Source: an optimization exercise on an open RTL-to-GDS flow (aim: small area). Production flows keep margins and buffers that such runs may drop. The RTL was checked by simulation tests, not by an equivalence proof against the original design. The clock input has no modelled driver; a real chip could not lean on it and would need a root buffer or a full tree. Power is estimated from default activity; no workload was simulated.

== build 44 ==
==> flow/design.v <==
module timer (
    input clk,
    input reset,
    output [3:0] dig,
    output [7:0] segments
);
reg [14:0] lf;
wire sec_tick = lf[0] & ~lf[1] & lf[2] & ~lf[3] & ~lf[4] & ~lf[5] & lf[6] & lf[7]
              & lf[10] & ~lf[11] & ~lf[12] & ~lf[13] & lf[14];
always @(posedge clk, posedge reset)
    if (reset)
        lf <= 15'h0d8a;
    else
        lf <= {lf[13:0], (lf[14] ^ lf[13]) & ~sec_tick};
reg [3:0] sec_0;
reg [2:0] sec_1;
wire [3:0] n0;
wire [2:0] n1;
assign n0[0] = (~sec_tick & sec_0[0]) | (sec_tick & ~sec_0[0]);
assign n0[1] = (~sec_tick & sec_0[1]) | (sec_0[1] & ~sec_0[0]) | (sec_tick & ~sec_0[1] & sec_0[0]) | (~sec_0[3] & ~sec_0[2] & sec_0[1]);
assign n0[2] = (sec_tick & sec_0[1] & sec_0[0]) | (~sec_tick & ~sec_0[3] & sec_0[2]) | (sec_0[2] & sec_0[1]);
assign n0[3] = (sec_tick & sec_0[2] & ~sec_0[1]) | (sec_0[3] & ~sec_0[2]);
assign n1[0] = (~sec_0[3] & sec_1[0]) | (~sec_0[2] & sec_1[0]) | (sec_0[3] & sec_0[2] & ~sec_1[0]);
assign n1[1] = (~sec_0[3] & sec_1[1]) | (~sec_0[2] & sec_1[1]) | (~sec_1[2] & sec_1[1]) | (sec_1[1] & ~sec_1[0]) | (sec_0[3] & sec_0[2] & ~sec_1[2] & sec_1[0]);
assign n1[2] = (sec_1[2] & sec_1[1]) | (sec_0[3] & sec_0[2] & sec_1[1] & sec_1[0]);
always @(posedge clk, posedge reset)
    if (reset) begin
        sec_0 <= 4'd0;
        sec_1 <= 3'd0;
    end else begin
        sec_0 <= n0;
        sec_1 <= n1;
    end
reg [3:0] k;
reg sel;
wire k_wrap = ~k[0] & k[1] & ~k[2];
always @(posedge clk, posedge reset)
    if (reset) begin
        k <= 4'b0100;
        sel <= 1'b0;
    end else begin
        k <= {k[2:0], ~(k[3] ^ k[2]) & ~k_wrap};
        sel <= sel ^ k_wrap;
    end
wire [6:0] seg;
wire [3:0] d = sel ? sec_0 : {1'b0, sec_1[2], sec_1[1], sec_1[0]};
assign seg[0] = (~d[3] & ~d[1] & d[0]) | (d[2] & d[1] & ~d[0]);
assign seg[1] = (~d[3] & d[2] & ~d[1]) | (d[2] & d[0]);
assign seg[2] = (~d[3] & ~d[2] & d[1] & ~d[0]);
assign seg[3] = (~d[1] & d[0]) | (d[2] & d[1] & ~d[0]) | (d[3] & ~d[1]);
assign seg[4] = (d[0]) | (d[2] & d[1]);
assign seg[5] = (~d[3] & ~d[2] & d[1]) | (~d[1] & d[0]);
assign seg[6] = (~d[2] & ~d[1]);
assign dig = {2'b11, sel, ~sel};
assign segments = {1'b1, seg};
endmodule
clock: 5.0 ns
lec_check: 0
cap_margin: 20
core_margin: 2
core_utilization: 28
place_density: 0.85
slew_margin: 20
buffer_ports_args: -buffer_cell sky130_fd_sc_hd__buf_1
cts_args: -sink_clustering_enable -repair_clock_nets -dont_use_dummy_load -buf_list sky130_fd_sc_hd__clkbuf_8 -root_buf sky130_fd_sc_hd__clkbuf_16 -sink_clustering_size 30 -sink_clustering_max_diameter 200
skip_repair_tie_fanout: 1
post_cts_tcl: /design/flow/flow/post_cts.tcl
standard.sh (not shown) runs the stock make flow with config.mk's settings and CLKGATE_MAP_FILE= SYNTH_SCRIPT=/design/flow/synth_recipe.tcl, a recipe that flattens the netlist after the stock synthesis.
==> flow/flow/run.sh <==
#!/bin/bash
# Own layout flow: the standard ORFS flow with three changes.
#  1. Synthesis is ORFS's synthesis script with the ABC step run with an
#     area-oriented script (flow/area.abc) and without the half/full-adder
#     extraction; everything before ABC (and so every register and its name)
#     is the same as in the standard synthesis.
#  2. Ports are buffered with the smallest buffer (buf_1).
#  3. Clock tree synthesis uses clkbuf_8 and no dummy loads.
set -euo pipefail
W=$(pwd)
F=$W/flow

sed "s|^  log_cmd abc {\*}\$abc_args|  log_cmd abc -script $F/area.abc {*}[lrange \$abc_args 2 end]|" \
    "$FLOW_HOME/scripts/synth.tcl" > "$W/own_synth.tcl"
grep -q "$F/area.abc" "$W/own_synth.tcl"
sed "s|source \$::env(SCRIPTS_DIR)/synth.tcl|source $W/own_synth.tcl|" "$W/synth_recipe.tcl" > "$W/own_synth_recipe.tcl"
grep -q "own_synth.tcl" "$W/own_synth_recipe.tcl"

cat "$F/extra.mk" >> "$W/config.mk"
echo "export POST_CTS_TCL = $F/post_cts.tcl" >> "$W/config.mk"

bash "$W/standard.sh" SYNTH_SCRIPT="$W/own_synth_recipe.tcl" ADDER_MAP_FILE= finish > "$W/flow_make.log" 2>&1
==> flow/flow/post_cts.tcl <==
# Collapse the clock tree to one buffer: the sinks of every clock buffer that
# is driven by another clock buffer move to that driver's output net, and the
# emptied buffers and nets are removed.
set block [ord::get_db_block]
set bufs {}
foreach inst [$block getInsts] {
  if {[string match sky130_fd_sc_hd__clkbuf_* [[$inst getMaster] getName]]} {
    lappend bufs $inst
  }
}
foreach inst $bufs {
  set in [[$inst findITerm A] getNet]
  set out [[$inst findITerm X] getNet]
  set drv ""
  foreach it [$in getITerms] {
    if {[$it isOutputSignal]} { set drv [$it getInst] }
  }
  if {$drv eq ""} { continue }
  if {![string match sky130_fd_sc_hd__clkbuf_* [[$drv getMaster] getName]]} { continue }
  foreach it [$out getITerms] {
    if {[$it getInst] eq $inst} { continue }
    $it disconnect
    $it connect $in
  }
  puts "post_cts: removed clock buffer [$inst getName]"
  odb::dbInst_destroy $inst
  odb::dbNet_destroy $out
}

# Move each remaining clock buffer to the centre of its sinks, then legalize.
set moved 0
foreach inst [$block getInsts] {
  if {![string match sky130_fd_sc_hd__clkbuf_* [[$inst getMaster] getName]]} { continue }
  set out [[$inst findITerm X] getNet]
  set n 0; set sx 0; set sy 0
  foreach it [$out getITerms] {
    if {[$it getInst] eq $inst} { continue }
    set box [[$it getInst] getBBox]
    set sx [expr {$sx + ([$box xMin] + [$box xMax]) / 2}]
    set sy [expr {$sy + ([$box yMin] + [$box yMax]) / 2}]
    incr n
  }
  if {$n == 0} { continue }
  $inst setLocation [expr {$sx / $n}] [expr {$sy / $n}]
  $inst setPlacementStatus PLACED
  puts "post_cts: moved [$inst getName] to the centre of its $n sinks"
  incr moved
}
if {$moved} {
  detailed_placement
  check_placement -verbose
}

# The one remaining clock buffer becomes a buf_8.
set db [ord::get_db]
set m12 [$db findMaster sky130_fd_sc_hd__buf_8]
foreach inst [$block getInsts] {
  if {[string match sky130_fd_sc_hd__clkbuf_* [[$inst getMaster] getName]]} {
    $inst swapMaster $m12
    puts "post_cts: [$inst getName] is now a buf_8"
  }
}
Other scripts of this flow, unchanged in this note and not shown: flow/flow/area.abc, flow/flow/extra.mk
Build 44 has completed all stages; timing, DRC and antenna checks passed.
Relative to build 44, the following input files were edited for build 51:
==> flow/flow/post_cts.tcl <==
# Collapse the clock tree to one buffer: the sinks of every clock buffer that
# is driven by another clock buffer move to that driver's output net, and the
# emptied buffers and nets are removed.
set block [ord::get_db_block]
set bufs {}
foreach inst [$block getInsts] {
  if {[string match sky130_fd_sc_hd__clkbuf_* [[$inst getMaster] getName]]} {
    lappend bufs $inst
  }
}
foreach inst $bufs {
  set in [[$inst findITerm A] getNet]
  set out [[$inst findITerm X] getNet]
  set drv ""
  foreach it [$in getITerms] {
    if {[$it isOutputSignal]} { set drv [$it getInst] }
  }
  if {$drv eq ""} { continue }
  if {![string match sky130_fd_sc_hd__clkbuf_* [[$drv getMaster] getName]]} { continue }
  foreach it [$out getITerms] {
    if {[$it getInst] eq $inst} { continue }
    $it disconnect
    $it connect $in
  }
  puts "post_cts: removed clock buffer [$inst getName]"
  odb::dbInst_destroy $inst
  odb::dbNet_destroy $out
}

# The one remaining clock buffer becomes a buf_12.
set db [ord::get_db]
set m12 [$db findMaster sky130_fd_sc_hd__buf_12]
foreach inst [$block getInsts] {
  if {[string match sky130_fd_sc_hd__clkbuf_* [[$inst getMaster] getName]]} {
    $inst swapMaster $m12
    puts "post_cts: [$inst getName] is now a buf_12"
  }
}
--- a/flow/config.mk
+++ b/flow/config.mk
@@ -9,5 +9,4 @@
 export CORE_MARGIN = 2
 export CORE_UTILIZATION = 28
-export PLACE_DENSITY = 0.85
 export SLEW_MARGIN = 20
 export BUFFER_PORTS_ARGS = -buffer_cell sky130_fd_sc_hd__buf_1
==> comparison <==
Looking at the reports, build 51 completed the entire flow and the layout it produced met the timing, design-rule and antenna checks.
Build 51 against build 44: maximum frequency rose about 2.3%, number of remaining DRC errors about even, pre-CTS setup slack rose 29 ps.
Sort build 51 and build 44 by worst hold slack, ascending, and build 51 comes first.
Core utilization essentially unchanged between build 44 and build 51.
Between build 44 and build 51, the flow reports clock power increasing by more than 10%.
As far as buffering stage count on the worst path with inverters included goes, build 51 and build 44 are indistinguishable; the numbers are identical.
Taking build 44 as 1.0, build 51 lands at 1.15 on length of routed met3 wiring.
Any difference in synthesized area between build 44 and build 51 is small enough to ignore.
Build 51 vs build 44: wire length down in build 51
Changes in build 37 relative to build 51:
--- a/flow/flow/run.sh
+++ b/flow/flow/run.sh
@@ -1,10 +1,10 @@
 #!/bin/bash
-# Own layout flow: the standard ORFS flow with three changes.
+# Own layout flow: the standard ORFS flow (standard.sh) with these changes.
 #  1. Synthesis is ORFS's synthesis script with the ABC step run with an
 #     area-oriented script (flow/area.abc) and without the half/full-adder
-#     extraction; everything before ABC (and so every register and its name)
-#     is the same as in the standard synthesis.
-#  2. Ports are buffered with the smallest buffer (buf_1).
-#  3. Clock tree synthesis uses clkbuf_8 and no dummy loads.
+#     extraction; everything before ABC (and so every register, its name and
+#     its cell) is the same as in the standard synthesis.
+#  2. Ports are buffered with the smallest buffer (buf_1); the constant
+#     outputs share one tie cell (SKIP_REPAIR_TIE_FANOUT).
 set -euo pipefail
 W=$(pwd)
--- a/flow/flow/post_cts.tcl
+++ b/flow/flow/post_cts.tcl
@@ -28,11 +28,35 @@
 }
 
-# The one remaining clock buffer becomes a buf_12.
+# Move each remaining clock buffer to the centre of its sinks, then legalize.
+set moved 0
+foreach inst [$block getInsts] {
+  if {![string match sky130_fd_sc_hd__clkbuf_* [[$inst getMaster] getName]]} { continue }
+  set out [[$inst findITerm X] getNet]
+  set n 0; set sx 0; set sy 0
+  foreach it [$out getITerms] {
+    if {[$it getInst] eq $inst} { continue }
+    set box [[$it getInst] getBBox]
+    set sx [expr {$sx + ([$box xMin] + [$box xMax]) / 2}]
+    set sy [expr {$sy + ([$box yMin] + [$box yMax]) / 2}]
+    incr n
+  }
+  if {$n == 0} { continue }
+  $inst setLocation [expr {$sx / $n}] [expr {$sy / $n}]
+  $inst setPlacementStatus PLACED
+  puts "post_cts: moved [$inst getName] to the centre of its $n sinks"
+  incr moved
+}
+if {$moved} {
+  detailed_placement
+  check_placement -verbose
+}
+
+# The one remaining clock buffer becomes a buf_8.
 set db [ord::get_db]
-set m12 [$db findMaster sky130_fd_sc_hd__buf_12]
+set mbuf [$db findMaster sky130_fd_sc_hd__buf_8]
 foreach inst [$block getInsts] {
   if {[string match sky130_fd_sc_hd__clkbuf_* [[$inst getMaster] getName]]} {
-    $inst swapMaster $m12
-    puts "post_cts: [$inst getName] is now a buf_12"
+    $inst swapMaster $mbuf
+    puts "post_cts: [$inst getName] is now a buf_8"
   }
 }
--- a/flow/config.mk
+++ b/flow/config.mk
@@ -9,4 +9,5 @@
 export CORE_MARGIN = 2
 export CORE_UTILIZATION = 28
+export PLACE_DENSITY = 0.85
 export SLEW_MARGIN = 20
 export BUFFER_PORTS_ARGS = -buffer_cell sky130_fd_sc_hd__buf_1
Findings:
Relative to build 51, combinational power has decreased by about 4% in build 37. Build 37 completed every stage of the flow, and the final layout passed the timing, design-rule and antenna checks. Against build 51, build 37 comes in 61 ps lower on worst-case setup margin in the final layout. Final design utilization across build 37 and build 51: no real change. Taking build 51 as the reference, in build 37 share of the cycle needed by the critical path after routing climbed 1.2 points, net switching share of the total power went down by 0.80 points, clock network power share shows a reduction of 3.6 points.

==> separate check: timing with driven ports <==
The flow's constraints put no driver on any port. The routed layouts listed below were extracted and timed again, unchanged, in two steps. Step 1 (the two cells are an assumption about what drives the block):
set clk [get_ports {clk}]
set_driving_cell -lib_cell sky130_fd_sc_hd__clkbuf_16 $clk
set_driving_cell -lib_cell sky130_fd_sc_hd__buf_2 [delete_from_list [all_inputs] $clk]
Step 2 times the ports against the registers' clock, not the clock port: input delays grow and output delays shrink by t, the midpoint of the rising clock arrivals with the driver on. Slacks: ideal / step 1 / step 2; pairs: ideal / step 1.
| run | t (ns) | setup WS [ns] | worst data-port slew with drivers (ns) |
|---|---|---|---|
| build 44 | 0.166 | 2.223 / 2.199 / 2.364 | 0.03 |
| build 51 | 0.160 | 2.285 / 2.256 / 2.415 | 0.03 |
| build 37 | 0.166 | 2.223 / 2.199 / 2.364 | 0.03 |
After both steps every run listed still meets setup and hold.
